This is an optimization exercise on Yosys and OpenROAD, whose aim is small area, not a production implementation. The RTL was checked by simulation tests, not by an equivalence proof against the original design. The clock port is modelled as an ideal driver; clocking choices that lean on that would not hold on a real chip. Power figures rest on the tool's default switching activity, not on a simulated workload.

File: design/flow/config.mk
export PLATFORM = sky130hd
export DESIGN_NAME = i2c_master_axi
export DESIGN_NICKNAME = i2c_master_axi
export VERILOG_FILES = /design/flow/design.v
export SDC_FILE = /design/flow/constraint.sdc
export NUM_CORES = 4
export LEC_CHECK = 0
export CAP_MARGIN = 20
export CORE_MARGIN = 2
export CORE_UTILIZATION = 40
export SLEW_MARGIN = 20
File: design/flow/constraint.sdc
create_clock -name core_clock -period 10.0 [get_ports {s_axi_aclk}]
set_input_delay 2.0000 -clock core_clock [delete_from_list [all_inputs] [get_ports {s_axi_aclk}]]
set_output_delay 2.0000 -clock core_clock [all_outputs]
set_load 0.01 [all_outputs]
File: design/flow/design.v
`timescale 1ns / 1ps
module i2c_master_core (
    input  wire        clk_i,
    input  wire        rstn_i,
    input  wire        ena_i,
    input  wire        cmd_valid_i,
    input  wire [2:0]  cmd_i,
    input  wire        load_i,            
    input  wire [8:0]  din_i,             
    output reg  [7:0]  dout_o,
    output reg         rx_ack_o,
    output wire        ready_o,
    output reg         arb_lost_o,
    input  wire        arb_lost_clear_i,
    output reg         busy_o,
    input  wire        scl_i,
    output reg         scl_oen_o,
    input  wire        sda_i,
    output reg         sda_oen_o
);
    localparam [2:0] CMD_START   = 3'd1,
                     CMD_WRITE   = 3'd2,
                     CMD_READ    = 3'd3,
                     CMD_STOP    = 3'd4,
                     CMD_RESTART = 3'd5;
    localparam [2:0] ST_IDLE    = 3'd0,
                     ST_START   = 3'd1,
                     ST_DATA    = 3'd2,
                     ST_STOP    = 3'd3,
                     ST_RESTART = 3'd4;
    reg [2:0] state_r;
    reg [1:0] phase_r;
    reg       rd_r;           
    reg [3:0] bit_cnt_r;
    reg [8:0] shift_r;
    assign ready_o = (state_r == ST_IDLE);
    reg sda_d_r;
    always @(posedge clk_i or negedge rstn_i) begin
        if (!rstn_i) sda_d_r <= 1'b1;
        else         sda_d_r <= sda_i;
    end
    wire sda_rising  =  sda_i & ~sda_d_r;
    wire sda_falling = ~sda_i &  sda_d_r;
    always @(posedge clk_i or negedge rstn_i) begin
        if (!rstn_i)
            busy_o <= 1'b0;
        else if (sda_falling & scl_i)
            busy_o <= 1'b1;
        else if (sda_rising & scl_i)
            busy_o <= 1'b0;
    end
    wire in_data = (state_r == ST_DATA);
    wire last_bit = (bit_cnt_r == 4'd8);
    wire sda_input_mode = in_data && (rd_r ? !last_bit : last_bit);
    wire al_data = in_data && (phase_r == 2'd1) && scl_i &&
                   !sda_input_mode && sda_oen_o && !sda_i;
    wire al_start = (((state_r == ST_START) && (phase_r == 2'd0)) ||
                     ((state_r == ST_RESTART) && (phase_r == 2'd1))) &&
                    sda_oen_o && scl_i && !sda_i;
    wire al_event = al_data | al_start;
    always @(posedge clk_i or negedge rstn_i) begin
        if (!rstn_i)
            arb_lost_o <= 1'b0;
        else if (arb_lost_clear_i)
            arb_lost_o <= 1'b0;
        else if (ena_i && al_event)
            arb_lost_o <= 1'b1;
    end
    wire data_end = in_data && (phase_r == 2'd3) && last_bit && ena_i;
    always @(posedge clk_i) begin
        if (load_i && (!in_data || data_end))
            shift_r <= din_i;
        else if (ena_i && in_data && (phase_r == 2'd1) && scl_i)
            shift_r <= {shift_r[7:0], sda_i};
    end
    always @(posedge clk_i or negedge rstn_i) begin
        if (!rstn_i) begin
            state_r    <= ST_IDLE;
            phase_r    <= 2'd0;
            rd_r       <= 1'b0;
            bit_cnt_r  <= 4'd0;
            scl_oen_o  <= 1'b1;
            sda_oen_o  <= 1'b1;
            dout_o     <= 8'd0;
            rx_ack_o   <= 1'b0;
        end else if (ena_i) begin
            if (al_event && state_r != ST_IDLE) begin
                state_r   <= ST_IDLE;
                phase_r   <= 2'd0;
                scl_oen_o <= 1'b1;
                sda_oen_o <= 1'b1;
            end else begin
            case (state_r)
            ST_IDLE: begin
                if (cmd_valid_i && !arb_lost_o) begin
                    phase_r <= 2'd0;
                    case (cmd_i)
                        CMD_START:   state_r <= ST_START;
                        CMD_WRITE: begin
                            state_r   <= ST_DATA;
                            bit_cnt_r <= 4'd0;
                            rd_r      <= 1'b0;
                        end
                        CMD_READ: begin
                            state_r   <= ST_DATA;
                            bit_cnt_r <= 4'd0;
                            rd_r      <= 1'b1;
                        end
                        CMD_STOP:    state_r <= ST_STOP;
                        CMD_RESTART: state_r <= ST_RESTART;
                        default: ;
                    endcase
                end else if (!busy_o) begin
                    scl_oen_o <= 1'b1;
                    sda_oen_o <= 1'b1;
                end
            end
            ST_START: begin
                case (phase_r)
                    2'd0: begin
                        sda_oen_o <= 1'b1;
                        scl_oen_o <= 1'b1;
                        if (scl_i) phase_r <= 2'd1;
                    end
                    2'd1: begin
                        sda_oen_o <= 1'b1;
                        scl_oen_o <= 1'b1;
                        phase_r   <= 2'd2;
                    end
                    2'd2: begin
                        sda_oen_o <= 1'b0;
                        scl_oen_o <= 1'b1;
                        phase_r   <= 2'd3;
                    end
                    2'd3: begin
                        sda_oen_o <= 1'b0;
                        scl_oen_o <= 1'b0;
                        state_r   <= ST_IDLE;
                    end
                endcase
            end
            ST_DATA: begin
                case (phase_r)
                    2'd0: begin
                        scl_oen_o <= 1'b0;
                        sda_oen_o <= sda_input_mode | shift_r[8];
                        phase_r   <= 2'd1;
                    end
                    2'd1: begin
                        scl_oen_o <= 1'b1;
                        if (scl_i) phase_r <= 2'd2;
                    end
                    2'd2: begin
                        phase_r <= 2'd3;
                    end
                    2'd3: begin
                        scl_oen_o <= 1'b0;
                        if (last_bit) begin
                            dout_o   <= shift_r[8:1];
                            rx_ack_o <= shift_r[0];
                            state_r  <= ST_IDLE;
                        end else begin
                            bit_cnt_r <= bit_cnt_r + 4'd1;
                            phase_r   <= 2'd0;
                        end
                    end
                endcase
            end
            ST_STOP: begin
                case (phase_r)
                    2'd0: begin
                        sda_oen_o <= 1'b0;
                        scl_oen_o <= 1'b0;
                        phase_r   <= 2'd1;
                    end
                    2'd1: begin
                        sda_oen_o <= 1'b0;
                        scl_oen_o <= 1'b1;
                        if (scl_i) phase_r <= 2'd2;
                    end
                    2'd2: begin
                        sda_oen_o <= 1'b1;
                        scl_oen_o <= 1'b1;
                        phase_r   <= 2'd3;
                    end
                    2'd3: begin
                        sda_oen_o <= 1'b1;
                        scl_oen_o <= 1'b1;
                        state_r   <= ST_IDLE;
                    end
                endcase
            end
            ST_RESTART: begin
                case (phase_r)
                    2'd0: begin
                        sda_oen_o <= 1'b1;
                        scl_oen_o <= 1'b0;
                        phase_r   <= 2'd1;
                    end
                    2'd1: begin
                        sda_oen_o <= 1'b1;
                        scl_oen_o <= 1'b1;
                        if (scl_i) phase_r <= 2'd2;
                    end
                    2'd2: begin
                        sda_oen_o <= 1'b0;
                        scl_oen_o <= 1'b1;
                        phase_r   <= 2'd3;
                    end
                    2'd3: begin
                        sda_oen_o <= 1'b0;
                        scl_oen_o <= 1'b0;
                        state_r   <= ST_IDLE;
                    end
                endcase
            end
            default: begin
                state_r   <= ST_IDLE;
                scl_oen_o <= 1'b1;
                sda_oen_o <= 1'b1;
            end
            endcase
            end
        end
    end
endmodule
`timescale 1ns / 1ps
module i2c_master_axi #(
    parameter C_S_AXI_DATA_WIDTH = 32,
    parameter C_S_AXI_ADDR_WIDTH = 5,
    parameter DEFAULT_PRESCALE   = 16'd249
)(
    input  wire                              s_axi_aclk,
    input  wire                              s_axi_aresetn,
    input  wire [C_S_AXI_ADDR_WIDTH-1:0]     s_axi_awaddr,
    input  wire                              s_axi_awvalid,
    output reg                               s_axi_awready,
    input  wire [C_S_AXI_DATA_WIDTH-1:0]     s_axi_wdata,
    input  wire [C_S_AXI_DATA_WIDTH/8-1:0]   s_axi_wstrb,
    input  wire                              s_axi_wvalid,
    output reg                               s_axi_wready,
    output wire [1:0]                        s_axi_bresp,
    output reg                               s_axi_bvalid,
    input  wire                              s_axi_bready,
    input  wire [C_S_AXI_ADDR_WIDTH-1:0]     s_axi_araddr,
    input  wire                              s_axi_arvalid,
    output reg                               s_axi_arready,
    output wire [C_S_AXI_DATA_WIDTH-1:0]     s_axi_rdata,
    output wire [1:0]                        s_axi_rresp,
    output reg                               s_axi_rvalid,
    input  wire                              s_axi_rready,
    output wire                              irq_o,
    input  wire                              scl_pad_i,
    output wire                              scl_pad_o,
    output wire                              scl_padoen_o,
    input  wire                              sda_pad_i,
    output wire                              sda_pad_o,
    output wire                              sda_padoen_o
);
    wire clk   = s_axi_aclk;
    wire rst_n = s_axi_aresetn;
    assign scl_pad_o   = 1'b0;
    assign sda_pad_o   = 1'b0;
    assign s_axi_bresp = 2'b00;
    assign s_axi_rresp = 2'b00;
    reg [1:0] scl_sync_r;
    reg [1:0] sda_sync_r;
    always @(posedge clk or negedge rst_n) begin
        if (!rst_n) begin
            scl_sync_r <= 2'b11;
            sda_sync_r <= 2'b11;
        end else begin
            scl_sync_r <= {scl_sync_r[0], scl_pad_i};
            sda_sync_r <= {sda_sync_r[0], sda_pad_i};
        end
    end
    wire scl_sync = scl_sync_r[1];
    wire sda_sync = sda_sync_r[1];
    localparam [4:0] ADDR_CTRL     = 5'h00,
                     ADDR_STATUS   = 5'h04,
                     ADDR_CMD      = 5'h08,
                     ADDR_TX_DATA  = 5'h0C,
                     ADDR_RX_DATA  = 5'h10,
                     ADDR_PRESCALE = 5'h14,
                     ADDR_ISR      = 5'h18;
    reg        ctrl_en_r;
    reg        ctrl_ien_r;
    reg [15:0] prescale_r;
    reg [7:0]  tx_data_r;
    reg        cmd_write_strobe;
    reg        isr_done_r;
    reg        isr_al_r;
    reg [15:0] data_r;
    assign s_axi_rdata = {16'd0, data_r};
    wire [7:0] core_dout;
    wire       core_rx_ack;
    wire       core_ready;
    wire       core_arb_lost;
    wire       core_busy;
    wire       core_scl_oen;
    wire       core_sda_oen;
    assign scl_padoen_o = ~ctrl_en_r | core_scl_oen;
    assign sda_padoen_o = ~ctrl_en_r | core_sda_oen;
    reg [15:0] prescale_cnt_r;
    reg        core_ena_r;
    wire       cnt_zero = (prescale_cnt_r == 16'd0);
    always @(posedge clk) begin
        if (!ctrl_en_r || cnt_zero)
            prescale_cnt_r <= prescale_r;
        else
            prescale_cnt_r <= prescale_cnt_r - 16'd1;
    end
    always @(posedge clk or negedge rst_n) begin
        if (!rst_n) core_ena_r <= 1'b0;
        else        core_ena_r <= ctrl_en_r & cnt_zero;
    end
    localparam [2:0] SEQ_IDLE    = 3'd0,
                     SEQ_START   = 3'd1,
                     SEQ_WRITE   = 3'd2,
                     SEQ_READ    = 3'd3,
                     SEQ_STOP    = 3'd4,
                     SEQ_RESTART = 3'd5;
    reg [2:0] seq_state_r;
    reg       seq_sto_r, seq_wr_r, seq_rd_r, seq_nack_r;
    reg       sub_cmd_sent_r;
    wire tip = (seq_state_r != SEQ_IDLE);
    wire core_cmd_valid = tip & ~sub_cmd_sent_r;
    reg       core_load;
    reg       load_rd;
    reg       load_nack;
    always @(*) begin
        core_load = 1'b0;
        load_rd   = 1'b0;
        load_nack = 1'b0;
        if (ctrl_en_r && !core_arb_lost) begin
            if (seq_state_r == SEQ_IDLE) begin
                if (cmd_write_strobe && !data_r[0]) begin
                    core_load = data_r[3] | data_r[2];
                    load_rd   = ~data_r[3];
                    load_nack = data_r[4];
                end
            end else if ((seq_state_r == SEQ_START || seq_state_r == SEQ_RESTART) &&
                         sub_cmd_sent_r && core_ready) begin
                core_load = seq_wr_r | seq_rd_r;
                load_rd   = ~seq_wr_r;
                load_nack = seq_nack_r;
            end
        end
    end
    wire [8:0] core_din = load_rd ? {8'hFF, load_nack} : {tx_data_r, 1'b0};
    always @(posedge clk or negedge rst_n) begin
        if (!rst_n) begin
            seq_state_r    <= SEQ_IDLE;
            sub_cmd_sent_r <= 1'b0;
        end else if (!ctrl_en_r || core_arb_lost) begin
            seq_state_r    <= SEQ_IDLE;
            sub_cmd_sent_r <= 1'b0;
        end else begin
            case (seq_state_r)
            SEQ_IDLE: begin
                if (cmd_write_strobe) begin
                    if (data_r[0])
                        seq_state_r <= core_busy ? SEQ_RESTART : SEQ_START;
                    else if (data_r[3])
                        seq_state_r <= SEQ_WRITE;
                    else if (data_r[2])
                        seq_state_r <= SEQ_READ;
                    else if (data_r[1])
                        seq_state_r <= SEQ_STOP;
                end
            end
            SEQ_START, SEQ_RESTART: begin
                if (!sub_cmd_sent_r) begin
                    if (!core_ready) sub_cmd_sent_r <= 1'b1;
                end else if (core_ready) begin
                    sub_cmd_sent_r <= 1'b0;
                    if (seq_wr_r)      seq_state_r <= SEQ_WRITE;
                    else if (seq_rd_r) seq_state_r <= SEQ_READ;
                    else               seq_state_r <= SEQ_IDLE;
                end
            end
            SEQ_WRITE, SEQ_READ: begin
                if (!sub_cmd_sent_r) begin
                    if (!core_ready) sub_cmd_sent_r <= 1'b1;
                end else if (core_ready) begin
                    sub_cmd_sent_r <= 1'b0;
                    seq_state_r <= seq_sto_r ? SEQ_STOP : SEQ_IDLE;
                end
            end
            SEQ_STOP: begin
                if (!sub_cmd_sent_r) begin
                    if (!core_ready) sub_cmd_sent_r <= 1'b1;
                end else if (core_ready) begin
                    sub_cmd_sent_r <= 1'b0;
                    seq_state_r    <= SEQ_IDLE;
                end
            end
            default: seq_state_r <= SEQ_IDLE;
            endcase
        end
    end
    always @(posedge clk) begin
        if (seq_state_r == SEQ_IDLE && cmd_write_strobe) begin
            seq_sto_r  <= data_r[1];
            seq_rd_r   <= data_r[2];
            seq_wr_r   <= data_r[3];
            seq_nack_r <= data_r[4];
        end
    end
    reg tip_d_r;
    reg core_al_d_r;
    always @(posedge clk or negedge rst_n) begin
        if (!rst_n) begin
            tip_d_r     <= 1'b0;
            core_al_d_r <= 1'b0;
        end else begin
            tip_d_r     <= tip;
            core_al_d_r <= core_arb_lost;
        end
    end
    wire tip_fall = tip_d_r & ~tip;
    wire al_rise  = core_arb_lost & ~core_al_d_r;
    assign irq_o = ctrl_ien_r & (isr_done_r | isr_al_r);
    reg       aw_done_r, w_done_r;
    reg [4:0] aw_addr_r;
    reg [1:0] w_strb_r;
    wire aw_take = s_axi_awvalid & ~aw_done_r;
    wire w_take  = s_axi_wvalid & ~w_done_r;
    wire do_wr   = aw_done_r & w_done_r & ~s_axi_bvalid;
    wire ar_take = s_axi_arvalid & ~s_axi_rvalid;
    always @(posedge clk) begin
        if (aw_take) aw_addr_r <= s_axi_awaddr;
        if (w_take)  w_strb_r  <= s_axi_wstrb[1:0];
    end
    always @(posedge clk or negedge rst_n) begin
        if (!rst_n) begin
            s_axi_awready    <= 1'b0;
            s_axi_wready     <= 1'b0;
            s_axi_bvalid     <= 1'b0;
            aw_done_r        <= 1'b0;
            w_done_r         <= 1'b0;
            ctrl_en_r        <= 1'b0;
            ctrl_ien_r       <= 1'b0;
            prescale_r       <= DEFAULT_PRESCALE;
            tx_data_r        <= 8'd0;
            cmd_write_strobe <= 1'b0;
            isr_done_r       <= 1'b0;
            isr_al_r         <= 1'b0;
        end else begin
            s_axi_awready    <= aw_take;
            s_axi_wready     <= w_take;
            cmd_write_strobe <= 1'b0;
            if (tip_fall) isr_done_r <= 1'b1;
            if (al_rise)  isr_al_r   <= 1'b1;
            if (aw_take) aw_done_r <= 1'b1;
            if (w_take)  w_done_r  <= 1'b1;
            if (do_wr) begin
                s_axi_bvalid <= 1'b1;
                aw_done_r    <= 1'b0;
                w_done_r     <= 1'b0;
                if (w_strb_r[0]) begin
                    case (aw_addr_r)
                        ADDR_CTRL: begin
                            ctrl_en_r  <= data_r[0];
                            ctrl_ien_r <= data_r[1];
                        end
                        ADDR_CMD:      cmd_write_strobe <= 1'b1;
                        ADDR_TX_DATA:  tx_data_r <= data_r[7:0];
                        ADDR_PRESCALE: prescale_r[7:0] <= data_r[7:0];
                        ADDR_ISR: begin
                            if (data_r[0]) isr_done_r <= 1'b0;
                            if (data_r[1]) isr_al_r   <= 1'b0;
                        end
                        default: ;
                    endcase
                end
                if (w_strb_r[1] && aw_addr_r == ADDR_PRESCALE)
                    prescale_r[15:8] <= data_r[15:8];
            end
            if (s_axi_bvalid && s_axi_bready)
                s_axi_bvalid <= 1'b0;
        end
    end
    always @(posedge clk or negedge rst_n) begin
        if (!rst_n) begin
            s_axi_arready <= 1'b0;
            s_axi_rvalid  <= 1'b0;
        end else begin
            s_axi_arready <= ar_take;
            if (ar_take)
                s_axi_rvalid <= 1'b1;
            else if (s_axi_rready)
                s_axi_rvalid <= 1'b0;
        end
    end
    reg [15:0] rd_mux;
    always @(*) begin
        case (s_axi_araddr)
            ADDR_CTRL:     rd_mux = {14'd0, ctrl_ien_r, ctrl_en_r};
            ADDR_STATUS:   rd_mux = {12'd0, core_arb_lost, core_busy, core_rx_ack, tip};
            ADDR_TX_DATA:  rd_mux = {8'd0, tx_data_r};
            ADDR_RX_DATA:  rd_mux = {8'd0, core_dout};
            ADDR_PRESCALE: rd_mux = prescale_r;
            ADDR_ISR:      rd_mux = {14'd0, isr_al_r, isr_done_r};
            default:       rd_mux = 16'd0;
        endcase
    end
    always @(posedge clk) begin
        if (ar_take)
            data_r <= rd_mux;
        else if (w_take)
            data_r <= s_axi_wdata[15:0];
    end
    i2c_master_core u_core (
        .clk_i            (clk),
        .rstn_i           (rst_n),
        .ena_i            (core_ena_r),
        .cmd_valid_i      (core_cmd_valid),
        .cmd_i            (seq_state_r),
        .load_i           (core_load),
        .din_i            (core_din),
        .dout_o           (core_dout),
        .rx_ack_o         (core_rx_ack),
        .ready_o          (core_ready),
        .arb_lost_o       (core_arb_lost),
        .arb_lost_clear_i (cmd_write_strobe),
        .busy_o           (core_busy),
        .scl_i            (scl_sync),
        .scl_oen_o        (core_scl_oen),
        .sda_i            (sda_sync),
        .sda_oen_o        (core_sda_oen)
    );
endmodule
File: design/flow/run.sh
#!/bin/bash
# synth_recipe.tcl (not shown) runs the flow's synth.tcl, then flattens the netlist and writes it again
# the make line also repeats each setting of config.mk as NAME=value (left out here)
make -C /OpenROAD-flow-scripts/flow DESIGN_CONFIG=/design/flow/config.mk WORK_HOME=/design/flow/orfs CLKGATE_MAP_FILE= SYNTH_SCRIPT=/design/flow/synth_recipe.tcl finish
==> out/results.ini, run 1 <==
[critical_path]
startpoint = s_axi_araddr[2]
rrSetupSlack_ns = 7.05
slowest_delay_ns = 0.70
arrival_ns = 3.82
r2r_start = u_core.state_r[0]
setup.worst_path.start_class = primary input
cp-end-kind = flop
rr_endpoint = u_core.shift_r[1]
crit_type = in -> reg
critPathTopFamily = buffers and inverters
worstPathCellList = clkdlybuf4s50_1 > nor2b_1 > and3_1 > a222oi_1 > o21ai_0
endpoint = data_r[1]
cp_num_cells = 5
rr_worst_depth = 4
cp_slowest_cell = clkdlybuf4s50_1
path_max_fanout = 14
required_ns = 10.13
critPathBufInv = 1

[sta]
fin_crit_sh_pct = 36.9
drv_slew = 0
setup_violations = 0
timing.fmax_ghz = 0.271
finalCriticalPeriod_ns = 3.69
final.setup.worst_slack_ns = 6.31
whs_ns = 0.354
final-hold-violation-count = 0
finalSetupTns_ns = 0
rsz0062_at_grt = false
max_slew_margin_pct = 36.4
clock_skew_ns = 0.0163
tightestPinTransition_ns = 0.954

[clocking]
clk_latency_ns = 0.42
root_buffer = clkbuf_16
cts.sink_count = 123
hold_buffers = 0
clk_pin_slew_ns = 0.05
cts_made_buffers = 17
htree_levels = 4
ctsResizeCount = 0
clock_path_buffers = 2
cts_tree = yes
post_cts_buffers = 0

[pwr]
powerDensity_nw_per_um2 = 242
ir_drop_uv = 139
p_leak_nw = 3.05

[global_routing]
grt_max_degree = 72
grt_pass1_wl_um = 23400
track_usage_pct = 18.4
overflow = 0
grt_pass1_vias = 4549
antenna_found_initial = 0

[floorplan]
dieArea_um2 = 16400
ios = 101
die_y_um = 128
die_w_um = 128
core.rowCount = 45
core_um2 = 15100
initial_core_util_pct = 40.8

[layout]
nets = 672
instances_no_fill = 807
diodes = 0
fillCellCount = 1388
drive_gt1_share_pct = 17.1
areaGrowthSynthToFinish_pct = 20.2
finalCoreUtilization_pct = 49.0

[yosys]
yosysSeqAreaShare_pct = 51.9
ys_warn_count = 2
synthCells = 549
synthFlopType = dfrtp_1
yosysTopAreaCell = dfrtp_1
yosysTopAreaCellShare_pct = 23.6
synth_cell_types = 77
yosys_register_bits = 123
synth_edf_count = 36
async_flop_share_pct = 57.7
ys_top_cells_by_area = dfrtp_1 (24%), edfxtp_1 (18%), mux2_2 (8.2%)
synth_area_um2 = 6150
avgSynthCellArea_um2 = 11.2

[drt]
dr_total_vias = 4525
drcViolationCount = 0
vias_per_cell = 5.61
routed_wl_um = 14400
dr.pass1.iters = 8
antenna_left = 0
dr.first_iter.drc_count = 446
wl_per_cell_um = 17.8

[worst_hold_path]
min_path_cells = 0
hp-class = reg -> reg

[run_status]
status = timing/DRC/antenna clean

[flow_run]
drv_cap = 0

[placement]
gp_congestion = 0.837
dp_slack_ns = 5.91
numPortBuffers = 60
dpl.cell_count = 775
dpl.hpwl_um = 10000

==> cell families after synthesis <==
kind of cell	after synthesis	synth area share, %
other	1	0.0610
XOR/XNOR	14	1.99
flip-flops	123	51.9
buffers and inverters	63	5.37
AO/OA/AOI/OAI	129	15.1
AND/OR/NAND/NOR	157	14.1
adder cells (fa/ha/maj)	11	2.24
multiplexers	51	9.30
==> metrics by stage <==
stage / area, µm² / power, W
final: 7390 / 0.00179
after global placement: 6810 / 0.00118
after CTS: 7390 / 0.00180
after detailed placement: 6810 / 0.00119
after global routing: 7390 / 0.00189
after floorplan: 6230 / 0.00104
==> where the power goes <==
group	internal [W]	switching, W	leakage (nW)	total, W
combinational	0.000216	0.000231	1.37	0.000447
sequential	0.000631	0.000102	1.39	0.000733
clock	0.000375	0.000231	0.284	0.000606
total	0.00122	0.000565	3.05	0.00179
==> state kept, by name (all words and copies together), names as in the netlist, 2 cells and up <==
register and flops:
seq_state_r 3, aw_addr_r 5, u_core.shift_r 9, w_strb_r 2, tx_data_r 8, scl_sync_r 2
u_core.bit_cnt_r 4, u_core.state_r 3, sda_sync_r 2, prescale_r 16, u_core.phase_r 2, u_core.dout_o 8
data_r 16, prescale_cnt_r 16
==> worst min path at each step <==
| stage | from | slack (ns) | to |
|---|---|---|---|
| after global placement | scl_sync_r[0] | 0.35 | scl_sync_r[1] |
| after floorplan | scl_sync_r[0] | 0.35 | scl_sync_r[1] |
| after CTS | scl_sync_r[0] | 0.35 | scl_sync_r[1] |
| after detailed placement | scl_sync_r[0] | 0.35 | scl_sync_r[1] |
| final | scl_sync_r[0] | 0.35 | scl_sync_r[1] |
| after global routing | scl_sync_r[0] | 0.36 | scl_sync_r[1] |
==> layout make-up <==
cell class / count / area, µm² / share of cell area (%)
Clock buffer: 19 / 443 / 5.99
Clock inverter: 13 / 143 / 1.93
Inverter: 20 / 75.1 / 1.02
Multi-Input combinational cell: 384 / 2710 / 36.6
Sequential cell: 123 / 3190 / 43.2
Tap cell: 188 / 235 / 3.18
Timing Repair Buffer: 60 / 598 / 8.09
==> synthesized netlist by cell type (6+ instances only) <==
master    count
a21oi_1      12
a22o_1       19
buf_4        22
clkbuf_1     16
dfrtp_1      58
dfstp_2      13
dfxtp_1      16
edfxtp_1     36
ha_1         11
inv_1        19
mux2_2       45
nand2_1      43
nand2b_1      9
nand3_1       6
nor2_1       25
nor2b_1      11
nor3_1       17
o21ai_0      40
o22a_1        6
xnor2_1       7
xor2_1        7
==> layout by cell type, fill, tap and decap left out, drive strengths merged, types with 6 or more instances in the layout <==
cell,n
nor2,26
clkinv,7
o22a,10
dfxtp,16
a22o,19
inv,22
a21oi,12
xnor2,7
dfstp,13
nand2b,9
edfxtp,36
clkbuf,19
nor2b,11
xor2,7
mux2,46
nand2,43
o21ai,42
conb,22
dfrtp,58
ha,11
clkdlybuf4s50,59
nor3,18
nand3,6
==> metal layers <==
| metal | track usage (%) | up-vias | part of all wire (%) |
|---|---|---|---|
| li1 | - | 2102 | - |
| met1 | 24.1 | 2283 | 45 |
| met2 | 30.3 | 129 | 50 |
| met3 | 4.34 | 11 | 4.5 |
| met4 | 5.95 | 0 | 0.84 |
| met5 | 0 | - | 0 |
==> run 2, diff against run 1 <==
--- a/design/flow/design.v
+++ b/design/flow/design.v
@@ -12,4 +12,5 @@
     output wire        ready_o,
     output reg         arb_lost_o,
+    output wire        al_abort_o,        
     input  wire        arb_lost_clear_i,
     output reg         busy_o,
@@ -26,10 +27,10 @@
     localparam [2:0] ST_IDLE    = 3'd0,
                      ST_START   = 3'd1,
-                     ST_DATA    = 3'd2,
-                     ST_STOP    = 3'd3,
-                     ST_RESTART = 3'd4;
+                     ST_DATA_W  = 3'd2,
+                     ST_DATA_R  = 3'd3,
+                     ST_STOP    = 3'd4,
+                     ST_RESTART = 3'd5;
     reg [2:0] state_r;
     reg [1:0] phase_r;
-    reg       rd_r;           
     reg [3:0] bit_cnt_r;
     reg [8:0] shift_r;
@@ -50,5 +51,6 @@
             busy_o <= 1'b0;
     end
-    wire in_data = (state_r == ST_DATA);
+    wire in_data = (state_r[2:1] == 2'b01);
+    wire rd_r    = state_r[0];
     wire last_bit = (bit_cnt_r == 4'd8);
     wire sda_input_mode = in_data && (rd_r ? !last_bit : last_bit);
@@ -74,10 +76,30 @@
             shift_r <= {shift_r[7:0], sda_i};
     end
+    assign al_abort_o = (state_r == ST_IDLE) && (phase_r == 2'd1);
+    always @(posedge clk_i) begin
+        if (ena_i && al_event) begin
+            phase_r <= 2'd1;
+        end else if (al_abort_o) begin
+            phase_r <= 2'd0;
+        end else if (ena_i) begin
+            if (state_r == ST_IDLE) begin
+                phase_r   <= 2'd0;
+                bit_cnt_r <= 4'd0;
+            end else begin
+                case (phase_r)
+                    2'd0: if (scl_i || state_r != ST_START) phase_r <= 2'd1;
+                    2'd1: if (scl_i || state_r == ST_START) phase_r <= 2'd2;
+                    2'd2: phase_r <= 2'd3;
+                    2'd3: begin
+                        phase_r <= 2'd0;
+                        if (in_data) bit_cnt_r <= bit_cnt_r + 4'd1;
+                    end
+                endcase
+            end
+        end
+    end
     always @(posedge clk_i or negedge rstn_i) begin
         if (!rstn_i) begin
             state_r    <= ST_IDLE;
-            phase_r    <= 2'd0;
-            rd_r       <= 1'b0;
-            bit_cnt_r  <= 4'd0;
             scl_oen_o  <= 1'b1;
             sda_oen_o  <= 1'b1;
@@ -87,5 +109,4 @@
             if (al_event && state_r != ST_IDLE) begin
                 state_r   <= ST_IDLE;
-                phase_r   <= 2'd0;
                 scl_oen_o <= 1'b1;
                 sda_oen_o <= 1'b1;
@@ -94,21 +115,5 @@
             ST_IDLE: begin
                 if (cmd_valid_i && !arb_lost_o) begin
-                    phase_r <= 2'd0;
-                    case (cmd_i)
-                        CMD_START:   state_r <= ST_START;
-                        CMD_WRITE: begin
-                            state_r   <= ST_DATA;
-                            bit_cnt_r <= 4'd0;
-                            rd_r      <= 1'b0;
-                        end
-                        CMD_READ: begin
-                            state_r   <= ST_DATA;
-                            bit_cnt_r <= 4'd0;
-                            rd_r      <= 1'b1;
-                        end
-                        CMD_STOP:    state_r <= ST_STOP;
-                        CMD_RESTART: state_r <= ST_RESTART;
-                        default: ;
-                    endcase
+                    state_r <= cmd_i;
                 end else if (!busy_o) begin
                     scl_oen_o <= 1'b1;
@@ -121,15 +126,12 @@
                         sda_oen_o <= 1'b1;
                         scl_oen_o <= 1'b1;
-                        if (scl_i) phase_r <= 2'd1;
                     end
                     2'd1: begin
                         sda_oen_o <= 1'b1;
                         scl_oen_o <= 1'b1;
-                        phase_r   <= 2'd2;
                     end
                     2'd2: begin
                         sda_oen_o <= 1'b0;
                         scl_oen_o <= 1'b1;
-                        phase_r   <= 2'd3;
                     end
                     2'd3: begin
@@ -140,17 +142,12 @@
                 endcase
             end
-            ST_DATA: begin
+            ST_DATA_W, ST_DATA_R: begin
                 case (phase_r)
                     2'd0: begin
                         scl_oen_o <= 1'b0;
                         sda_oen_o <= sda_input_mode | shift_r[8];
-                        phase_r   <= 2'd1;
                     end
                     2'd1: begin
                         scl_oen_o <= 1'b1;
-                        if (scl_i) phase_r <= 2'd2;
-                    end
-                    2'd2: begin
-                        phase_r <= 2'd3;
                     end
                     2'd3: begin
@@ -160,7 +157,4 @@
                             rx_ack_o <= shift_r[0];
                             state_r  <= ST_IDLE;
-                        end else begin
-                            bit_cnt_r <= bit_cnt_r + 4'd1;
-                            phase_r   <= 2'd0;
                         end
                     end
@@ -172,15 +166,12 @@
                         sda_oen_o <= 1'b0;
                         scl_oen_o <= 1'b0;
-                        phase_r   <= 2'd1;
                     end
                     2'd1: begin
                         sda_oen_o <= 1'b0;
                         scl_oen_o <= 1'b1;
-                        if (scl_i) phase_r <= 2'd2;
                     end
                     2'd2: begin
                         sda_oen_o <= 1'b1;
                         scl_oen_o <= 1'b1;
-                        phase_r   <= 2'd3;
                     end
                     2'd3: begin
@@ -196,15 +187,12 @@
                         sda_oen_o <= 1'b1;
                         scl_oen_o <= 1'b0;
-                        phase_r   <= 2'd1;
                     end
                     2'd1: begin
                         sda_oen_o <= 1'b1;
                         scl_oen_o <= 1'b1;
-                        if (scl_i) phase_r <= 2'd2;
                     end
                     2'd2: begin
                         sda_oen_o <= 1'b0;
                         scl_oen_o <= 1'b1;
-                        phase_r   <= 2'd3;
                     end
                     2'd3: begin
@@ -297,4 +285,5 @@
     wire       core_ready;
     wire       core_arb_lost;
+    wire       core_al_abort;
     wire       core_busy;
     wire       core_scl_oen;
@@ -311,8 +300,6 @@
             prescale_cnt_r <= prescale_cnt_r - 16'd1;
     end
-    always @(posedge clk or negedge rst_n) begin
-        if (!rst_n) core_ena_r <= 1'b0;
-        else        core_ena_r <= ctrl_en_r & cnt_zero;
-    end
+    always @(posedge clk)
+        core_ena_r <= ctrl_en_r & cnt_zero;
     localparam [2:0] SEQ_IDLE    = 3'd0,
                      SEQ_START   = 3'd1,
@@ -323,5 +310,5 @@
     reg [2:0] seq_state_r;
     reg       seq_sto_r, seq_wr_r, seq_rd_r, seq_nack_r;
-    reg       sub_cmd_sent_r;
+    reg       sub_cmd_sent_r;    
     wire tip = (seq_state_r != SEQ_IDLE);
     wire core_cmd_valid = tip & ~sub_cmd_sent_r;
@@ -355,8 +342,9 @@
         end else if (!ctrl_en_r || core_arb_lost) begin
             seq_state_r    <= SEQ_IDLE;
-            sub_cmd_sent_r <= 1'b0;
+            sub_cmd_sent_r <= tip;
         end else begin
             case (seq_state_r)
             SEQ_IDLE: begin
+                sub_cmd_sent_r <= 1'b0;
                 if (cmd_write_strobe) begin
                     if (data_r[0])
@@ -373,9 +361,11 @@
                 if (!sub_cmd_sent_r) begin
                     if (!core_ready) sub_cmd_sent_r <= 1'b1;
+                end else if (seq_wr_r | seq_rd_r) begin
+                    if (core_ready) begin
+                        sub_cmd_sent_r <= 1'b0;
+                        seq_state_r    <= seq_wr_r ? SEQ_WRITE : SEQ_READ;
+                    end
                 end else if (core_ready) begin
-                    sub_cmd_sent_r <= 1'b0;
-                    if (seq_wr_r)      seq_state_r <= SEQ_WRITE;
-                    else if (seq_rd_r) seq_state_r <= SEQ_READ;
-                    else               seq_state_r <= SEQ_IDLE;
+                    seq_state_r <= SEQ_IDLE;
                 end
             end
@@ -384,6 +374,6 @@
                     if (!core_ready) sub_cmd_sent_r <= 1'b1;
                 end else if (core_ready) begin
-                    sub_cmd_sent_r <= 1'b0;
-                    seq_state_r <= seq_sto_r ? SEQ_STOP : SEQ_IDLE;
+                    sub_cmd_sent_r <= ~seq_sto_r;
+                    seq_state_r    <= seq_sto_r ? SEQ_STOP : SEQ_IDLE;
                 end
             end
@@ -392,9 +382,11 @@
                     if (!core_ready) sub_cmd_sent_r <= 1'b1;
                 end else if (core_ready) begin
-                    sub_cmd_sent_r <= 1'b0;
                     seq_state_r    <= SEQ_IDLE;
                 end
             end
-            default: seq_state_r <= SEQ_IDLE;
+            default: begin
+                seq_state_r    <= SEQ_IDLE;
+                sub_cmd_sent_r <= 1'b1;
+            end
             endcase
         end
@@ -408,27 +400,31 @@
         end
     end
-    reg tip_d_r;
-    reg core_al_d_r;
-    always @(posedge clk or negedge rst_n) begin
-        if (!rst_n) begin
-            tip_d_r     <= 1'b0;
-            core_al_d_r <= 1'b0;
-        end else begin
-            tip_d_r     <= tip;
-            core_al_d_r <= core_arb_lost;
-        end
-    end
-    wire tip_fall = tip_d_r & ~tip;
-    wire al_rise  = core_arb_lost & ~core_al_d_r;
+    wire tip_fall = ~tip & sub_cmd_sent_r;
+    wire al_rise  = core_arb_lost & core_al_abort;
     assign irq_o = ctrl_ien_r & (isr_done_r | isr_al_r);
     reg       aw_done_r, w_done_r;
-    reg [4:0] aw_addr_r;
+    reg [2:0] aw_sel_r;         
     reg [1:0] w_strb_r;
+    localparam [2:0] SEL_NONE = 3'd0, SEL_CTRL = 3'd1, SEL_CMD = 3'd2,
+                     SEL_TX = 3'd3, SEL_PRE = 3'd4, SEL_ISR = 3'd5;
+    reg [2:0] aw_sel;
+    always @(*) begin
+        case (s_axi_awaddr)
+            ADDR_CTRL:     aw_sel = SEL_CTRL;
+            ADDR_CMD:      aw_sel = SEL_CMD;
+            ADDR_TX_DATA:  aw_sel = SEL_TX;
+            ADDR_PRESCALE: aw_sel = SEL_PRE;
+            ADDR_ISR:      aw_sel = SEL_ISR;
+            default:       aw_sel = SEL_NONE;
+        endcase
+    end
     wire aw_take = s_axi_awvalid & ~aw_done_r;
     wire w_take  = s_axi_wvalid & ~w_done_r;
     wire do_wr   = aw_done_r & w_done_r & ~s_axi_bvalid;
     wire ar_take = s_axi_arvalid & ~s_axi_rvalid;
+    always @(posedge clk)
+        cmd_write_strobe <= do_wr & w_strb_r[0] & (aw_sel_r == SEL_CMD);
     always @(posedge clk) begin
-        if (aw_take) aw_addr_r <= s_axi_awaddr;
+        if (aw_take) aw_sel_r <= aw_sel;
         if (w_take)  w_strb_r  <= s_axi_wstrb[1:0];
     end
@@ -444,5 +440,4 @@
             prescale_r       <= DEFAULT_PRESCALE;
             tx_data_r        <= 8'd0;
-            cmd_write_strobe <= 1'b0;
             isr_done_r       <= 1'b0;
             isr_al_r         <= 1'b0;
@@ -450,5 +445,4 @@
             s_axi_awready    <= aw_take;
             s_axi_wready     <= w_take;
-            cmd_write_strobe <= 1'b0;
             if (tip_fall) isr_done_r <= 1'b1;
             if (al_rise)  isr_al_r   <= 1'b1;
@@ -460,13 +454,12 @@
                 w_done_r     <= 1'b0;
                 if (w_strb_r[0]) begin
-                    case (aw_addr_r)
-                        ADDR_CTRL: begin
+                    case (aw_sel_r)
+                        SEL_CTRL: begin
                             ctrl_en_r  <= data_r[0];
                             ctrl_ien_r <= data_r[1];
                         end
-                        ADDR_CMD:      cmd_write_strobe <= 1'b1;
-                        ADDR_TX_DATA:  tx_data_r <= data_r[7:0];
-                        ADDR_PRESCALE: prescale_r[7:0] <= data_r[7:0];
-                        ADDR_ISR: begin
+                        SEL_TX:  tx_data_r <= data_r[7:0];
+                        SEL_PRE: prescale_r[7:0] <= data_r[7:0];
+                        SEL_ISR: begin
                             if (data_r[0]) isr_done_r <= 1'b0;
                             if (data_r[1]) isr_al_r   <= 1'b0;
@@ -475,5 +468,5 @@
                     endcase
                 end
-                if (w_strb_r[1] && aw_addr_r == ADDR_PRESCALE)
+                if (w_strb_r[1] && aw_sel_r == SEL_PRE)
                     prescale_r[15:8] <= data_r[15:8];
             end
@@ -524,4 +517,5 @@
         .ready_o          (core_ready),
         .arb_lost_o       (core_arb_lost),
+        .al_abort_o       (core_al_abort),
         .arb_lost_clear_i (cmd_write_strobe),
         .busy_o           (core_busy),
==> design/flow/flow/run.sh (new file) <==
#!/bin/bash
# The standard ORFS layout (standard.sh), changed only in how cells are chosen:
#  - synthesis maps the combinational logic with an area-oriented abc script
#    (flow/synth.tcl wraps synth_recipe.tcl; registers are mapped as standard);
#  - every input and output port still gets a buffer, of the smallest size;
#  - the clock tree uses clkbuf_8 buffers and no dummy loads.
set -euo pipefail
here=$(pwd)
bash standard.sh \
  "SYNTH_SCRIPT=$here/flow/synth.tcl" \
  "BUFFER_PORTS_ARGS=-buffer_cell sky130_fd_sc_hd__buf_1" \
  "CTS_ARGS=-sink_clustering_enable -repair_clock_nets -dont_use_dummy_load -buf_list sky130_fd_sc_hd__clkbuf_8" \
  finish > standard.log 2>&1
==> design/flow/flow/abc_area.script (new file) <==
strash
dch
map -a
topo
dnsize
==> design/flow/flow/synth.tcl (new file) <==
# The standard synthesis (synth_recipe.tcl, one folder up), with the
# combinational logic mapped by the area-oriented abc script beside this file
# instead of ORFS's speed script. Flip-flops are mapped before abc runs, so
# the registers are the standard synthesis's.
set my_dir [file dirname [file normalize [info script]]]
proc abc {args} {
  set i [lsearch -exact $args -script]
  if {$i >= 0} { set args [lreplace $args $i [expr {$i + 1}]] }
  set args [linsert $args 0 -script [file join $::my_dir abc_area.script]]
  puts "abc (flow/synth.tcl): $args"
  yosys abc {*}$args
}
source [file join [file dirname $my_dir] synth_recipe.tcl]
==> design/flow/standard.sh (new file) <==
#!/bin/bash
# synth_recipe.tcl (not shown) runs the flow's synth.tcl, then flattens the netlist and writes it again
# the make line also repeats each setting of config.mk as NAME=value (left out here)
make -C /OpenROAD-flow-scripts/flow DESIGN_CONFIG=/design/flow/config.mk WORK_HOME=/design/flow/orfs CLKGATE_MAP_FILE= SYNTH_SCRIPT=/design/flow/synth_recipe.tcl "${@:-finish}"
removed: design/flow/run.sh
==> out/results.ini, run 2 <==
[sta]
whs_ns = 0.355
rsz0062_at_grt = false
finalSetupTns_ns = 0
tightestPinTransition_ns = 0.958
timing.fmax_ghz = 0.283
max_slew_margin_pct = 36.1
fin_crit_sh_pct = 35.4
setup_violations = 0
finalCriticalPeriod_ns = 3.54
drv_slew = 0
clock_skew_ns = 0.0234
final-hold-violation-count = 0

[global_routing]
grt_pass1_vias = 4222
antenna_found_initial = 1
track_usage_pct = 18.2
grt_max_degree = 61
overflow = 0
grt_pass1_wl_um = 20800

[critical_path]
path_max_fanout = 9
critPathBufInv = 2
cpMostUsedCell = nor2_1
cp_num_cells = 6
cp_slowest_cell = nor2_1
startpoint = s_axi_araddr[1]
cp-end-kind = flop
rr_endpoint = u_core.shift_r[2]
r2r_start = u_core.state_r[0]
arrival_ns = 3.80
rrSetupSlack_ns = 7.16
critPathTopFamily = simple AND/OR/NAND/NOR gates
rr_worst_depth = 9
worstPathCellList = buf_1 > nor2_1 > nand3_1 > nor2_1 > clkinv_1 > o31ai_1
slowest_delay_ns = 0.56
required_ns = 10.27
setup.worst_path.start_class = primary input
crit_type = in -> reg
endpoint = data_r[11]

[worst_hold_path]
hp-class = reg -> reg

[clocking]
clk_latency_ns = 0.45
post_cts_buffers = 0
clock_path_buffers = 2
hold_buffers = 0
cts.sink_count = 118
root_buffer = clkbuf_8
htree_levels = 4
cts_tree = yes
cts_made_buffers = 17
ctsResizeCount = 0
clk_pin_slew_ns = 0.07

[yosys]
avgSynthCellArea_um2 = 9.08
yosysSeqAreaShare_pct = 54.5
synth_edf_count = 38
synthCells = 618
synth_cell_types = 36
synth_compound_area_share_pct = 17.9
async_flop_share_pct = 50.8
yosysTopAreaCell = dfrtp_1
yosysMostFrequentCell = nand2_1
synthXorXnorAreaFrac_pct = 1.72
ys_warn_count = 2
synthFlopType = dfrtp_1
synth_fa_ha_area_share_pct = 2.23
synth_mux_area_share_pct = 0.201
synth_top_family_by_area = compound AO/OA/AOI/OAI gates
synth_area_um2 = 5610
ys_top_cells_by_count = nand2_1 (86), clkinv_1 (85), o21ai_0 (80)
yosysTopAreaCellShare_pct = 21.0
ys_top_cells_by_area = dfrtp_1 (21%), edfxtp_1 (20%), dfxtp_1 (7.1%)
synth-simple-area-share_pct = 14.7
yosys_register_bits = 118

[floorplan]
die_w_um = 122
dieArea_um2 = 15000
core_um2 = 13800
core.rowCount = 43
die_y_um = 122
initial_core_util_pct = 40.7
ios = 101

[run_status]
status = timing/DRC/antenna clean

[pwr]
ir_drop_uv = 115
powerDensity_nw_per_um2 = 239
p_leak_nw = 2.36

[layout]
finalCoreUtilization_pct = 45.4
reg_top3 = data_r (16), prescale_cnt_r (16), prescale_r (16)
stdcell_area_um2 = 6250
areaGrowthSynthToFinish_pct = 11.4
drive_gt1_share_pct = 6.30
final_cell_mix = nand2_1 (85), clkinv_1 (85), o21ai_0 (79)
nets = 765

[drt]
vias_per_cell = 5.14
antenna_left = 0
routed_wl_um = 12800
wl_per_cell_um = 14.6
dr_total_vias = 4522
dr.pass1.iters = 5
drcViolationCount = 0
dr.first_iter.drc_count = 255

[placement]
numPortBuffers = 60
dpl.hpwl_um = 9260
placedInstanceArea_um2 = 6010
gp_congestion = 0.993

[flow_run]
drv_cap = 0

==> run 2: cell count changes after synthesis, moves of 11 or more <==
cell and delta:
nand2_1 +43, dfrtp_1 -11, nor2_1 +32, a21oi_1 +28, clkinv_1 +85, nor2b_1 -11
nand3_1 +18, o21ai_0 +40, inv_1 -19, clkbuf_1 -16, a22o_1 -19, mux2_2 -44
==> run 2: stage by stage <==
step,std cells,setup WS (ns),power [W]
finish,879,6.46,0.00149
global route,878,6.20,0.00161
CTS,878,6.47,0.00150
detailed placement,861,6.03,0.00119
global placement,861,6.14,0.00118
floorplan,639,6.24,0.00105
==> run 2: per-layer routing <==
metal	global-route usage, %	wire length [µm]	vias to the layer above
met2	27.9	5960	157
met3	5.16	699	22
met4	9.05	299	0
met1	23.6	5870	2096
met5	0	0	-
li1	-	-	2247
==> run 2: worst min-delay path by stage <==
| stage | to | from | cells past startpoint | slack [ns] |
|---|---|---|---|---|
| floorplan | scl_sync_r[1] | scl_sync_r[0] | 0 | 0.35 |
| global placement | scl_sync_r[1] | scl_sync_r[0] | 0 | 0.35 |
| detailed placement | scl_sync_r[1] | scl_sync_r[0] | 0 | 0.35 |
| CTS | scl_sync_r[1] | scl_sync_r[0] | 0 | 0.36 |
| global route | scl_sync_r[1] | scl_sync_r[0] | 0 | 0.35 |
| finish | scl_sync_r[1] | scl_sync_r[0] | 0 | 0.35 |
==> run 2: logic make-up after synthesis <==
family | count (synthesis)
buffers and inverters | 107
AOI/OAI and AO/OA | 174
xor gates and xnor gates | 11
adders and majority gates | 10
and+or+nand+nor | 196
other | 1
muxes | 1
DFF | 118
==> run 2: report_power, final <==
part | internal [W] | switching [W] | leakage, nW
combinational | 0.000153 | 0.000288 | 0.976
sequential | 0.000648 | 0.0000996 | 1.27
clock | 0.000148 | 0.000157 | 0.122
==> run 2: final cells by class <==
type | instances | area [µm²]
Timing Repair Buffer | 64 | 256
Tap cell | 180 | 225
Multi-Input combinational cell | 414 | 2160
Sequential cell | 118 | 3060
Inverter | 85 | 319
Antenna cell | 1 | 2.50
Clock buffer | 17 | 234
Fill cell | 1364 | 7520
==> run 3, diff against run 2 <==
--- a/design/flow/flow/run.sh
+++ b/design/flow/flow/run.sh
@@ -4,5 +4,11 @@
 #    (flow/synth.tcl wraps synth_recipe.tcl; registers are mapped as standard);
 #  - every input and output port still gets a buffer, of the smallest size;
-#  - the clock tree uses clkbuf_8 buffers and no dummy loads.
+#  - the clock tree is built with clkbuf_8 and no dummy loads, then each
+#    clock buffer is sized down as far as a 110 ps clock-pin slew allows
+#    (flow/post_cts.tcl);
+#  - the constant outputs share the one tie cell synthesis gives them
+#    (SKIP_REPAIR_TIE_FANOUT) instead of one tie cell per port.
+# standard.sh's make output goes to standard.log; ORFS keeps each step's
+# log under orfs/logs.
 set -euo pipefail
 here=$(pwd)
@@ -11,3 +17,5 @@
   "BUFFER_PORTS_ARGS=-buffer_cell sky130_fd_sc_hd__buf_1" \
   "CTS_ARGS=-sink_clustering_enable -repair_clock_nets -dont_use_dummy_load -buf_list sky130_fd_sc_hd__clkbuf_8" \
+  "POST_CTS_TCL=$here/flow/post_cts.tcl" \
+  SKIP_REPAIR_TIE_FANOUT=1 \
   finish > standard.log 2>&1
==> design/flow/flow/abc_area.script (replaced) <==
strash
dc2
dc2
dch -f
amap
topo
==> design/flow/flow/post_cts.tcl (new file) <==
set cts_slew_target 0.110
estimate_parasitics -placement
proc cts_load_slew {inst} {
  set net [get_nets -of_objects [get_pins -of_objects $inst -filter "direction==output"]]
  set mx 0
  foreach p [get_pins -of_objects $net -filter "direction==input"] {
    foreach e {rise fall} {
      set s [get_property $p slew_max_$e]
      if {$s > $mx} { set mx $s }
    }
  }
  return $mx
}
set cts_resized 0
foreach inst [get_cells clkbuf_*] {
  set orig [get_property $inst ref_name]
  foreach cand {sky130_fd_sc_hd__clkbuf_2 sky130_fd_sc_hd__clkbuf_4} {
    if {$cand eq $orig} break
    replace_cell $inst $cand
    estimate_parasitics -placement
    if {[cts_load_slew $inst] < $cts_slew_target} { incr cts_resized; break }
    replace_cell $inst $orig
    estimate_parasitics -placement
  }
}
puts "post_cts.tcl: resized $cts_resized clock buffers"
==> out/results.ini, run 3 <==
[worst_hold_path]
hp-start = scl_sync_r[0]
hp-class = reg -> reg
min_path_cells = 0
whs_endpoint = scl_sync_r[1]

[global_routing]
grt_pass1_wl_um = 21000
grt_pass1_vias = 4300
track_usage_pct = 18.5
grt_max_degree = 61
overflow = 0
antenna_found_initial = 0

[yosys]
synthCells = 579
async_flop_share_pct = 50.8
avgSynthCellArea_um2 = 9.60
synth_edf_count = 38
synth_cell_types = 41
yosysMostFrequentCell = nor2_1
yosysTopAreaCell = dfrtp_1
ys_top_cells_by_area = dfrtp_1 (21%), edfxtp_1 (21%), dfxtp_1 (7.2%)
synthFlopType = dfrtp_1
yosysSeqAreaShare_pct = 55.0
synth_area_um2 = 5560
ys_top_cells_by_count = nor2_1 (86), clkinv_1 (82), dfrtp_1 (47)
ys_warn_count = 2
yosys_register_bits = 118
yosysTopAreaCellShare_pct = 21.2

[pwr]
ir_drop_uv = 124
total_power_w = 0.00141
power_frac_seq_pct = 53.0
pwr-share-comb_pct = 31.0
switching_share_pct = 36.5
switching_power_w = 0.000515
internal_power_w = 0.000895
p_leak_nw = 2.19
clockPowerShare_pct = 16.0
powerDensity_nw_per_um2 = 234

[clocking]
clk_pin_slew_ns = 0.09
clk_latency_ns = 0.42
cts.sink_count = 118
cts_tree = yes

[sta]
drv_slew = 0
max_slew_margin_pct = 32.5
timing.fmax_ghz = 0.265
fin_crit_sh_pct = 37.7
setup_violations = 0
finalSetupTns_ns = 0
whs_ns = 0.362
tightestPinTransition_ns = 0.988
final.setup.worst_slack_ns = 6.23
rsz0062_at_grt = false
finalCriticalPeriod_ns = 3.77
clock_skew_ns = 0.0376
final-hold-violation-count = 0

[layout]
nets = 706
final_cell_mix = nor2_1 (86), clkinv_1 (82), buf_1 (59)
areaGrowthSynthToFinish_pct = 8.37
reg_top3 = data_r (16), prescale_cnt_r (16), prescale_r (16)
diodes = 0
drive_gt1_share_pct = 5.79
final_common_cell = nor2_1
stdcell_area_um2 = 6020

[flow_run]
drv_cap = 0

[floorplan]
die_y_um = 122
core.rowCount = 43
core_um2 = 13700
dieArea_um2 = 14900
initial_core_util_pct = 40.5
die_w_um = 122
ios = 101

[placement]
dpl.hpwl_um = 9460
placedInstanceArea_um2 = 5890
dp_slack_ns = 5.74
numPortBuffers = 60
gp_congestion = 0.903

[critical_path]
crit_type = in -> reg
path_max_fanout = 17
arrival_ns = 3.91
rrSetupSlack_ns = 6.50
rr_worst_depth = 11
required_ns = 10.14
cp-end-kind = flop
rr_endpoint = u_core.state_r[0]
setup.worst_path.start_class = primary input
r2r_start = u_core.state_r[0]

[drt]
dr.pass1.iters = 4
routed_wl_um = 12800
drcViolationCount = 0
vias_per_cell = 5.33
wl_per_cell_um = 15.6
dr_total_vias = 4364
dr.first_iter.drc_count = 311
antenna_left = 0

[run_status]
status = timing/DRC/antenna clean

==> run 3: cell count changes after synthesis, sizes merged, moves of 8 or more <==
cell / previous run / this run
o32a: 0 / 8
o22ai: 4 / 21
o21ai: 80 / 31
nand3: 24 / 7
a22oi: 12 / 3
nor2: 57 / 86
a32o: 0 / 9
nand2: 86 / 38
o22a: 0 / 17
==> run 3: logic make-up (layout without fill, tap and decap cells) <==
family | count (synthesis) | after routing | synth area share [%]
simple gates | 177 | 177 | 13.8
compound gates | 169 | 169 | 20.4
flops | 118 | 118 | 55.0
buf+inv | 104 | 164 | 8.51
fa+ha+maj | 10 | 10 | 2.25
other cells | 1 | 1 | 0.0675
==> run 3: per-stage QoR <==
step,util [%],instances
6_report,43.9,819
5_1_grt,43.9,819
3_5_place_dp,42.9,802
3_3_place_gp,42.9,802
2_1_floorplan,-,579
==> run 3: layer usage <==
| layer | routed length, µm | global-route usage, % |
|---|---|---|
| met1 | 5740 | 23.2 |
| met4 | 305 | 7.26 |
| met3 | 658 | 5.34 |
| met2 | 6110 | 30.1 |
| met5 | 0 | 0 |
==> run 3: power groups by stage <==
stage                     combinational, W  clock [W]  sequential [W]
after floorplan                   0.000321          0        0.000737
after global placement            0.000424          0        0.000751
after detailed placement          0.000436          0        0.000757
after global routing              0.000500   0.000254        0.000764
final                             0.000437   0.000226        0.000747
==> run 3: critical path: stages <==
cell and delay, ns:
buf_1 0.08, nand2_1 0.40, clkinv_1 0.60, o21ai_0 0.51, a31o_1 0.21, o21ai_0 0.11
==> run 3: area by class of cell <==
| type | instances | area, µm² |
|---|---|---|
| well taps | 180 | 225 |
| inverters | 82 | 308 |
| flip-flops and latches | 118 | 3060 |
| fillers | 1387 | 7690 |
| clock buffers | 17 | 130 |
| multi-input cells | 357 | 2040 |
| repair buffers | 65 | 264 |
==> run 3: worst max path at each step <==
stage / slack (ns) / cells past startpoint / from / end
floorplan: 6.34 / 2 / s_axi_wvalid / data_r[0]
detailed placement: 5.74 / 6 / s_axi_arvalid / data_r[3]
global placement: 5.84 / 6 / s_axi_arvalid / data_r[3]
finish: 6.23 / 6 / s_axi_arvalid / data_r[3]
global route: 6.01 / 6 / s_axi_arvalid / data_r[3]
==> run 4, diff against run 3 <==
--- a/design/flow/design.v
+++ b/design/flow/design.v
@@ -53,5 +53,5 @@
     wire in_data = (state_r[2:1] == 2'b01);
     wire rd_r    = state_r[0];
-    wire last_bit = (bit_cnt_r == 4'd8);
+    wire last_bit = bit_cnt_r[2] & ~bit_cnt_r[1] & ~bit_cnt_r[0];
     wire sda_input_mode = in_data && (rd_r ? !last_bit : last_bit);
     wire al_data = in_data && (phase_r == 2'd1) && scl_i &&
@@ -93,5 +93,5 @@
                     2'd3: begin
                         phase_r <= 2'd0;
-                        if (in_data) bit_cnt_r <= bit_cnt_r + 4'd1;
+                        if (in_data) bit_cnt_r <= {bit_cnt_r[2:0], ~(bit_cnt_r[3] ^ bit_cnt_r[2])};
                     end
                 endcase
@@ -314,26 +314,18 @@
     wire core_cmd_valid = tip & ~sub_cmd_sent_r;
     reg       core_load;
-    reg       load_rd;
-    reg       load_nack;
+    wire      load_nack = (seq_state_r == SEQ_IDLE) ? data_r[4] : seq_nack_r;
     always @(*) begin
         core_load = 1'b0;
-        load_rd   = 1'b0;
-        load_nack = 1'b0;
         if (ctrl_en_r && !core_arb_lost) begin
             if (seq_state_r == SEQ_IDLE) begin
-                if (cmd_write_strobe && !data_r[0]) begin
+                if (cmd_write_strobe && !data_r[0])
                     core_load = data_r[3] | data_r[2];
-                    load_rd   = ~data_r[3];
-                    load_nack = data_r[4];
-                end
             end else if ((seq_state_r == SEQ_START || seq_state_r == SEQ_RESTART) &&
                          sub_cmd_sent_r && core_ready) begin
                 core_load = seq_wr_r | seq_rd_r;
-                load_rd   = ~seq_wr_r;
-                load_nack = seq_nack_r;
             end
         end
     end
-    wire [8:0] core_din = load_rd ? {8'hFF, load_nack} : {tx_data_r, 1'b0};
+    wire [8:0] core_din = {tx_data_r, load_nack};
     always @(posedge clk or negedge rst_n) begin
         if (!rst_n) begin
==> design/flow/flow/abc_area.script (replaced) <==
strash
&get -n
&deepsyn -J 100 -T 120
&put
amap
topo
==> out/results.ini, run 4 <==
[yosys]
synth_cell_types = 37
ys_top_cells_by_count = clkinv_1 (113), o22ai_1 (56), dfrtp_1 (47)
synthCells = 543
yosys_register_bits = 118
ys_top_cells_by_area = dfrtp_1 (22%), edfxtp_1 (21%), clkinv_1 (7.9%)
yosysSeqAreaShare_pct = 57.1
ys_warn_count = 2
synthFlopType = dfrtp_1
yosysTopAreaCell = dfrtp_1
avgSynthCellArea_um2 = 9.87
async_flop_share_pct = 50.8
yosysTopAreaCellShare_pct = 21.9
yosysMostFrequentCell = clkinv_1
synth_area_um2 = 5360
synth_edf_count = 38

[floorplan]
ios = 101
dieArea_um2 = 14300
core.rowCount = 42
die_w_um = 120
initial_core_util_pct = 40.6
die_y_um = 120
core_um2 = 13200

[drt]
antenna_left = 0
dr.first_iter.drc_count = 241
routed_wl_um = 12600
dr.pass1.iters = 5
wl_per_cell_um = 16.2
vias_per_cell = 5.36
dr_total_vias = 4177
drcViolationCount = 0

[sta]
tightestPinTransition_ns = 1.03
rsz0062_at_grt = false
timing.fmax_ghz = 0.237
fin_crit_sh_pct = 42.1
drv_slew = 0
finalSetupTns_ns = 0
setup_violations = 0
finalCriticalPeriod_ns = 4.21
final-hold-violation-count = 0
max_slew_margin_pct = 31.0
clock_skew_ns = 0.0477

[critical_path]
critPathBufInv = 3
rrSetupSlack_ns = 6.42
setup.worst_path.start_class = primary input
arrival_ns = 4.44
cp-end-kind = flop
required_ns = 10.22
rr_endpoint = u_core.shift_r[0]
worstPathCellList = buf_1 > nand2_1 > or3_1 > nand2b_1 > nor3_1 > buf_4 > clkinv_1 > o211ai_1
slowest_delay_ns = 0.62
crit_type = in -> reg
path_max_fanout = 20
cp_slowest_cell = nor3_1
r2r_start = u_core.state_r[1]
startpoint = s_axi_arvalid
critPathTopFamily = simple AND/OR/NAND/NOR gates
rr_worst_depth = 12

[pwr]
ir_drop_uv = 108
p_leak_nw = 2.11
powerDensity_nw_per_um2 = 236

[layout]
nets = 669
areaGrowthSynthToFinish_pct = 8.77
diodes = 0
reg_top3 = data_r (16), prescale_cnt_r (16), prescale_r (16)
stdcell_area_um2 = 5830
final_common_cell = clkinv_1
drive_gt1_share_pct = 6.46
final_cell_mix = clkinv_1 (113), buf_1 (59), o22ai_1 (56)

[flow_run]
drv_cap = 0

[worst_hold_path]
hp-class = reg -> reg
hp-start = scl_sync_r[0]
min_path_cells = 0
whs_endpoint = scl_sync_r[1]

[global_routing]
overflow = 0
grt_pass1_wl_um = 21100
grt_pass1_vias = 4214
antenna_found_initial = 0
grt_max_degree = 61
track_usage_pct = 19.0

[placement]
gp_congestion = 0.902
dpl.hpwl_um = 9430
numPortBuffers = 60
placedInstanceArea_um2 = 5690

[clocking]
cts.sink_count = 118
cts_tree = yes
clk_pin_slew_ns = 0.10
clk_latency_ns = 0.40

[run_status]
status = timing/DRC/antenna clean

run 4: power by group:
group | leakage, nW | total [W] | switching, W | internal [W]
registers | 1.28 | 0.000723 | 0.0000824 | 0.000641
clock network | 0.0820 | 0.000229 | 0.000148 | 0.0000816
logic | 0.749 | 0.000423 | 0.000270 | 0.000153
run 4: routing by layer:
metal  wire length (µm)  track usage, %  vias up  part of all wire (%)
met2               5780            29.2      125                    46
met3                788            4.33       21                   6.2
met1               5750            25.7     2004                    46
li1                   -               -     2027                     -
met5                  0               0        -                     0
met4                297            8.90        0                   2.4
run 4: worst register-to-register path, delay by kind of cell (launching register included):
| kind | cells | cell delay, ns |
|---|---|---|
| simple gates | 6 | 1.44 |
| buf+inv | 4 | 0.97 |
| flops | 1 | 0.46 |
| compound gates | 2 | 0.38 |
run 4: worst max-delay path by stage:
stage          cells after the start  slack, ns         end
2_1_floorplan                      6       5.92   data_r[0]
3_3_place_gp                       7       5.48   data_r[7]
3_5_place_dp                       7       5.46   data_r[7]
5_1_grt                            8       5.58  data_r[15]
6_report                           8       5.79   data_r[0]
run 4: per-stage QoR:
step	hold WS [ns]	utilization (%)	worst slack, ns	std cells	total power (W)
5_1_grt	0.370	44.2	5.58	780	0.00148
2_1_floorplan	0.345	-	5.92	543	0.00101
6_report	0.362	44.2	5.79	780	0.00138
3_5_place_dp	0.349	43.2	5.46	763	0.00116
3_3_place_gp	0.346	43.2	5.48	763	0.00114
run 4: logic make-up after synthesis:
group | Yosys count | share of synthesized area, %
compound gates | 157 | 19.3
buf+inv | 135 | 11.0
simple gates | 124 | 10.7
flops | 118 | 57.1
fa+ha+maj | 8 | 1.87
other cells | 1 | 0.0699
run 4: area by class of cell:
| cell class | instances | area (µm²) |
|---|---|---|
| Clock buffer | 17 | 133 |
| Fill cell | 1300 | 7360 |
| Inverter | 113 | 424 |
| Multi-Input combinational cell | 290 | 1720 |
| Sequential cell | 118 | 3060 |
| Tap cell | 176 | 220 |
| Timing Repair Buffer | 66 | 272 |
==> run 5, diff against run 4 <==
==> design/flow/flow/post_cts.tcl (replaced) <==
set cts_slew_target 0.110
set cts_sizes {sky130_fd_sc_hd__clkbuf_1 sky130_fd_sc_hd__clkbuf_2 sky130_fd_sc_hd__clkbuf_4 sky130_fd_sc_hd__clkbuf_8 sky130_fd_sc_hd__clkbuf_16}
set ::cts_ck_pins [all_registers -clock_pins]
proc cts_worst_slew {} {
  estimate_parasitics -placement
  set mx 0
  foreach p $::cts_ck_pins {
    foreach e {rise fall} {
      set s [get_property $p slew_max_$e]
      if {$s > $mx} { set mx $s }
    }
  }
  return $mx
}
set cts_bufs [get_cells clkbuf_*]
# leaves (names with a level index above 0) before the root
set cts_order [concat [lsearch -all -inline -not -glob [lmap c $cts_bufs {get_full_name $c}] clkbuf_0_*] \
                      [lsearch -all -inline -glob [lmap c $cts_bufs {get_full_name $c}] clkbuf_0_*]]
set cts_resized 0
puts "post_cts.tcl: worst clock pin slew before [cts_worst_slew]"
foreach name $cts_order {
  set inst [get_cells $name]
  set orig [get_property $inst ref_name]
  set oi [lsearch -exact $cts_sizes $orig]
  if {$oi <= 0} continue
  foreach cand [lrange $cts_sizes 0 [expr {$oi - 1}]] {
    replace_cell $inst $cand
    if {[cts_worst_slew] < $cts_slew_target} { incr cts_resized; break }
    replace_cell $inst $orig
  }
}
puts "post_cts.tcl: resized $cts_resized clock buffers, worst clock pin slew [cts_worst_slew]"
==> out/results.ini, run 5 <==
[critical_path]
setup.worst_path.start_class = primary input
crit_type = in -> reg
path_max_fanout = 20
cp-end-kind = flop
required_ns = 10.22
rr_worst_depth = 12
arrival_ns = 4.44

[sta]
finalSetupTns_ns = 0
tightestPinTransition_ns = 1.03
rsz0062_at_grt = false
drv_slew = 0
fin_crit_sh_pct = 42.1
whs_ns = 0.362
timing.fmax_ghz = 0.237
setup_violations = 0
finalCriticalPeriod_ns = 4.21
clock_skew_ns = 0.0477
final-hold-violation-count = 0
max_slew_margin_pct = 31.0

[placement]
dpl.cell_count = 763
gp_congestion = 0.902
numPortBuffers = 60
dpl.hpwl_um = 9430

[global_routing]
antenna_found_initial = 0
track_usage_pct = 19.0
grtUsageMet3_pct = 4.33
met1_usage_pct = 25.7
met2_usage_pct = 29.2
overflow = 0
busiest_layer = met2
grt_pass1_vias = 4214
grt_pass1_wl_um = 21100
grt_max_degree = 61

[drt]
drcViolationCount = 0
dr.pass1.iters = 5
wl_per_cell_um = 16.2
routed_wl_um = 12600
antenna_left = 0
dr_total_vias = 4177
vias_per_cell = 5.36
dr.first_iter.drc_count = 241

[clocking]
clk_pin_slew_ns = 0.10
cts.sink_count = 118
clk_latency_ns = 0.40
cts_tree = yes

[yosys]
ys_warn_count = 2
synthCells = 543
synthFlopType = dfrtp_1
ys_top_cells_by_count = clkinv_1 (113), o22ai_1 (56), dfrtp_1 (47)
synth_area_um2 = 5360
yosysMostFrequentCell = clkinv_1
yosysSeqAreaShare_pct = 57.1
async_flop_share_pct = 50.8
synth_edf_count = 38
ys_top_cells_by_area = dfrtp_1 (22%), edfxtp_1 (21%), clkinv_1 (7.9%)
synth_cell_types = 37
yosysTopAreaCellShare_pct = 21.9
yosysTopAreaCell = dfrtp_1
avgSynthCellArea_um2 = 9.87
yosys_register_bits = 118

[worst_hold_path]
hp-class = reg -> reg
min_path_cells = 0

[pwr]
ir_drop_uv = 108
p_leak_nw = 2.11
powerDensity_nw_per_um2 = 236

[run_status]
status = timing/DRC/antenna clean

[layout]
finalCoreUtilization_pct = 44.2
reg_top3 = data_r (16), prescale_cnt_r (16), prescale_r (16)
nets = 669
instances_no_fill = 780
final_cell_mix = clkinv_1 (113), buf_1 (59), o22ai_1 (56)
final_common_cell = clkinv_1
areaGrowthSynthToFinish_pct = 8.77
fillCellCount = 1300
drive_gt1_share_pct = 6.46
diodes = 0

[flow_run]
drv_cap = 0

[floorplan]
core_um2 = 13200
die_y_um = 120
ios = 101
core.rowCount = 42
die_w_um = 120
dieArea_um2 = 14300
initial_core_util_pct = 40.6

## run 5: cell counts after synthesis
Identical to the previous run, type by type.
## run 5: layout make-up
type                    instances  area (µm²)  area share, %
multi-input cells             290        1720           29.6
flip-flops and latches        118        3060           52.5
well taps                     176         220           3.78
inverters                     113         424           7.27
repair buffers                 66         272           4.66
clock buffers                  17         133           2.27
## run 5: cells by family (layout without fill, tap and decap cells)
logic type	after synthesis	count (layout)	synth area share (%)
AO/OA/AOI/OAI	157	157	19.3
buffers and inverters	135	196	11.0
AND/OR/NAND/NOR	124	124	10.7
flip-flops	118	118	57.1
adder cells (fa/ha/maj)	8	8	1.87
other	1	1	0.0699
## run 5: final timing paths
| path | start | end | slack (ns) |
|---|---|---|---|
| setup / recovery | s_axi_arvalid | data_r[0] | 5.79 |
| hold / removal | scl_sync_r[0] | scl_sync_r[1] | 0.36 |
| setup reg to reg | u_core.state_r[1] | u_core.shift_r[0] | 6.42 |
| hold reg to reg | scl_sync_r[0] | scl_sync_r[1] | 0.36 |
| max in group asynchronous | s_axi_aresetn | u_core.state_r[2] | 7.69 |
| min in group asynchronous | s_axi_aresetn | prescale_r[13] | 1.76 |
## run 5: through the flow
| step | cell area [µm²] | power [W] | setup WS, ns |
|---|---|---|---|
| final | 5830 | 0.00138 | 5.79 |
| after global routing | 5830 | 0.00148 | 5.58 |
| after floorplan | 5360 | 0.00101 | 5.92 |
| after global placement | 5690 | 0.00114 | 5.48 |
| after detailed placement | 5690 | 0.00116 | 5.46 |
## run 5: metal layers
layer  vias to the layer above  share of wire [%]
met1                      2004                 46
met2                       125                 46
met3                        21                6.2
li1                       2027                  -
met5                         -                  0
met4                         0                2.4
## run 5: worst max-delay path: stages
cell      delay (ns)
buf_1           0.06
nand2_1         0.44
or3_1           0.51
nand2b_1        0.17
nor3_1          0.62
buf_4           0.29
clkinv_1        0.15
o211ai_1        0.19
## run 5: report_power, final
part | internal, W | leakage (nW) | switching [W]
Clock | 0.0000816 | 0.0820 | 0.000148
Combinational | 0.000153 | 0.749 | 0.000270
Sequential | 0.000641 | 1.28 | 0.0000824
Total | 0.000876 | 2.11 | 0.000500

Re-timed with assumed drivers on the ports (clkbuf_16 on the clock, buf_2 on other inputs), run 5 has 5.796 ns of setup slack against 5.788 ns with ideal ports, and 5.381 ns once port delays also move by the mid clock arrival of 0.415 ns.
